What follows belongs to an exercise in optimizing a design on an open flow for small area and a short achievable clock period; a production flow would make more cautious choices.
The RTL was checked by simulation tests, not by an equivalence proof against the original design.
Power and IR drop assume default switching activity.

Setup of run 1:
## computing_core
module computing_core(
    input clk,
    input reset,
    input [31:0] data_kernel,
    input [31:0] data_in_0,
    output [31:0] data_out_0,
    output en,
    output reg done
    );
Settings: LEC_CHECK=0, ABC_CLOCK_PERIOD_IN_PS=2500, CAP_MARGIN=20, CORE_MARGIN=2, CORE_UTILIZATION=65, CTS_CLUSTER_DIAMETER=80, CTS_CLUSTER_SIZE=30, SETUP_SLACK_MARGIN=5, SLEW_MARGIN=20; clock period 8.0 ns.
standard.sh (not shown) runs the stock make flow with config.mk's settings and CLKGATE_MAP_FILE= SYNTH_SCRIPT=/design/flow/synth_recipe.tcl, a recipe that flattens the netlist after the stock synthesis.
==> flow/flow/run.sh <==
#!/bin/bash
# Own flow: the standard layout with these changes to how the layout is made:
#  - after the standard synthesis, flow/faopt.py re-chooses the polarity of the
#    full-adder cells (a full adder is self-dual) to drop most of the inverters
#    Yosys's extract_fa leaves between them; registers and other cells are kept;
#  - the port buffers are plain buffers (buf_2) instead of the delay cells
#    buffer_ports picks by default;
#  - timing repair aims at a tighter setup margin.
# Each step's full output goes to a log file in the work folder.
set -uo pipefail
R=orfs/results/sky130hd/computing_core/base
bash standard.sh synth > synth.log 2>&1 || { tail -n 50 synth.log; exit 1; }
cp $R/1_2_yosys.v $R/1_2_yosys_standard.v
python3 flow/faopt.py $R/1_2_yosys_standard.v $R/1_2_yosys.v > faopt.log 2>&1 || { tail -n 20 faopt.log; exit 1; }
rm -f $R/1_synth.odb $R/1_synth.sdc
bash standard.sh "BUFFER_PORTS_ARGS=-buffer_cell sky130_fd_sc_hd__buf_2" SETUP_SLACK_MARGIN=5.2 "CTS_ARGS=-sink_clustering_enable -repair_clock_nets -sink_clustering_size 30 -sink_clustering_max_diameter 80 -dont_use_dummy_load" finish > layout.log 2>&1 || { tail -n 50 layout.log; exit 1; }
Other scripts of this flow, unchanged in this note and not shown: flow/flow/faopt.py
Run 1: no failed stages, no open violations at the end
Changes in run 2 relative to run 1:
--- a/flow/flow/run.sh
+++ b/flow/flow/run.sh
@@ -15,2 +15,2 @@
 rm -f $R/1_synth.odb $R/1_synth.sdc
-bash standard.sh "BUFFER_PORTS_ARGS=-buffer_cell sky130_fd_sc_hd__buf_2" SETUP_SLACK_MARGIN=5.2 "CTS_ARGS=-sink_clustering_enable -repair_clock_nets -sink_clustering_size 30 -sink_clustering_max_diameter 80 -dont_use_dummy_load" finish > layout.log 2>&1 || { tail -n 50 layout.log; exit 1; }
+bash standard.sh "BUFFER_PORTS_ARGS=-buffer_cell sky130_fd_sc_hd__buf_2" SETUP_SLACK_MARGIN=5.35 finish > layout.log 2>&1 || { tail -n 50 layout.log; exit 1; }
--- outcome ---
- On number of antenna repair diodes, the higher figure sits with run 1, not run 2.
- Of run 2 and run 1, it is run 2 that has the higher final period utilization.
- Compared with run 1, run 2 instantiates a larger number of cells.
- Fmax | run 2 vs run 1 | run 2 slower
- Taking run 1 as the reference, in run 2 worst-case setup margin in the final layout lost 0.014 ns; final area picked up an extra 5.9%; leakage power of the design picked up an extra about 6.5%.
Inputs modified between run 2 and run 3:
--- a/flow/flow/run.sh
+++ b/flow/flow/run.sh
@@ -15,2 +15,2 @@
 rm -f $R/1_synth.odb $R/1_synth.sdc
-bash standard.sh "BUFFER_PORTS_ARGS=-buffer_cell sky130_fd_sc_hd__buf_2" SETUP_SLACK_MARGIN=5.35 finish > layout.log 2>&1 || { tail -n 50 layout.log; exit 1; }
+bash standard.sh "BUFFER_PORTS_ARGS=-buffer_cell sky130_fd_sc_hd__buf_2" SETUP_SLACK_MARGIN=5.2 finish > layout.log 2>&1 || { tail -n 50 layout.log; exit 1; }
### Flow results
Against run 2, run 3 reports a routed length per instance that is lower.
Relative to run 2, the final cell area reported for run 3 is lower.
Looking at the reports, run 3 completed the entire flow and the layout it produced met the timing, DRC and antenna checks.
Status: number of hold buffers added after cts parity (run 2, run 3)
Compared run 3 vs run 2, and data arrival time at the worst-slack endpoint is up in run 3.
[compare] base=run 2 new=run 3: clock group share of total power has decreased, overall global routing resource usage has decreased.
Setup slack of the critical path after layout: run 3 > run 2
In the flow results for run 2 and run 3, the worst-case setup slack after placement is smaller on run 3.
In run 3 relative to run 2, largest net degree at the start of global routing had gone up slightly.
Run 3 vs. run 2: share of post-route cells with drive strength above 1 decreased 7.5 points; maximum fanout along the worst path increased 13.

-- port drivers added, routing unchanged --
Ports are ideal in the flow. The routed layouts listed here were re-timed in OpenROAD.
Step 1, drivers: a clkbuf_16 drives clk and a buf_2 each remaining input, both assumed.
Step 2 moves the port delays by t, midway between the first and last clock arrival at a register: inputs arrive t later, outputs are due t later. That takes back most of the time a late clock gives input paths.
a / b / c = ideal ports / drivers / drivers and shift; a / b = the first two.
run	shift t [ns]	setup slack, ns	hold WS [ns]	worst slew at a driven data input, ns	pins driven straight from the clock port
run 1	0.632	5.245 / 5.190 / 5.155	0.334 / 0.334 / 0.334	0.09	1
run 2	0.689	5.231 / 5.174 / 5.057	0.336 / 0.336 / 0.336	0.06	1
run 3	0.643	5.236 / 5.215 / 5.149	0.336 / 0.336 / 0.336	0.06	1
After both steps every run listed still meets setup and hold. The setup slack of run 2, which loses most, moves by -0.057 ns with the drivers and by -0.174 ns with both steps.
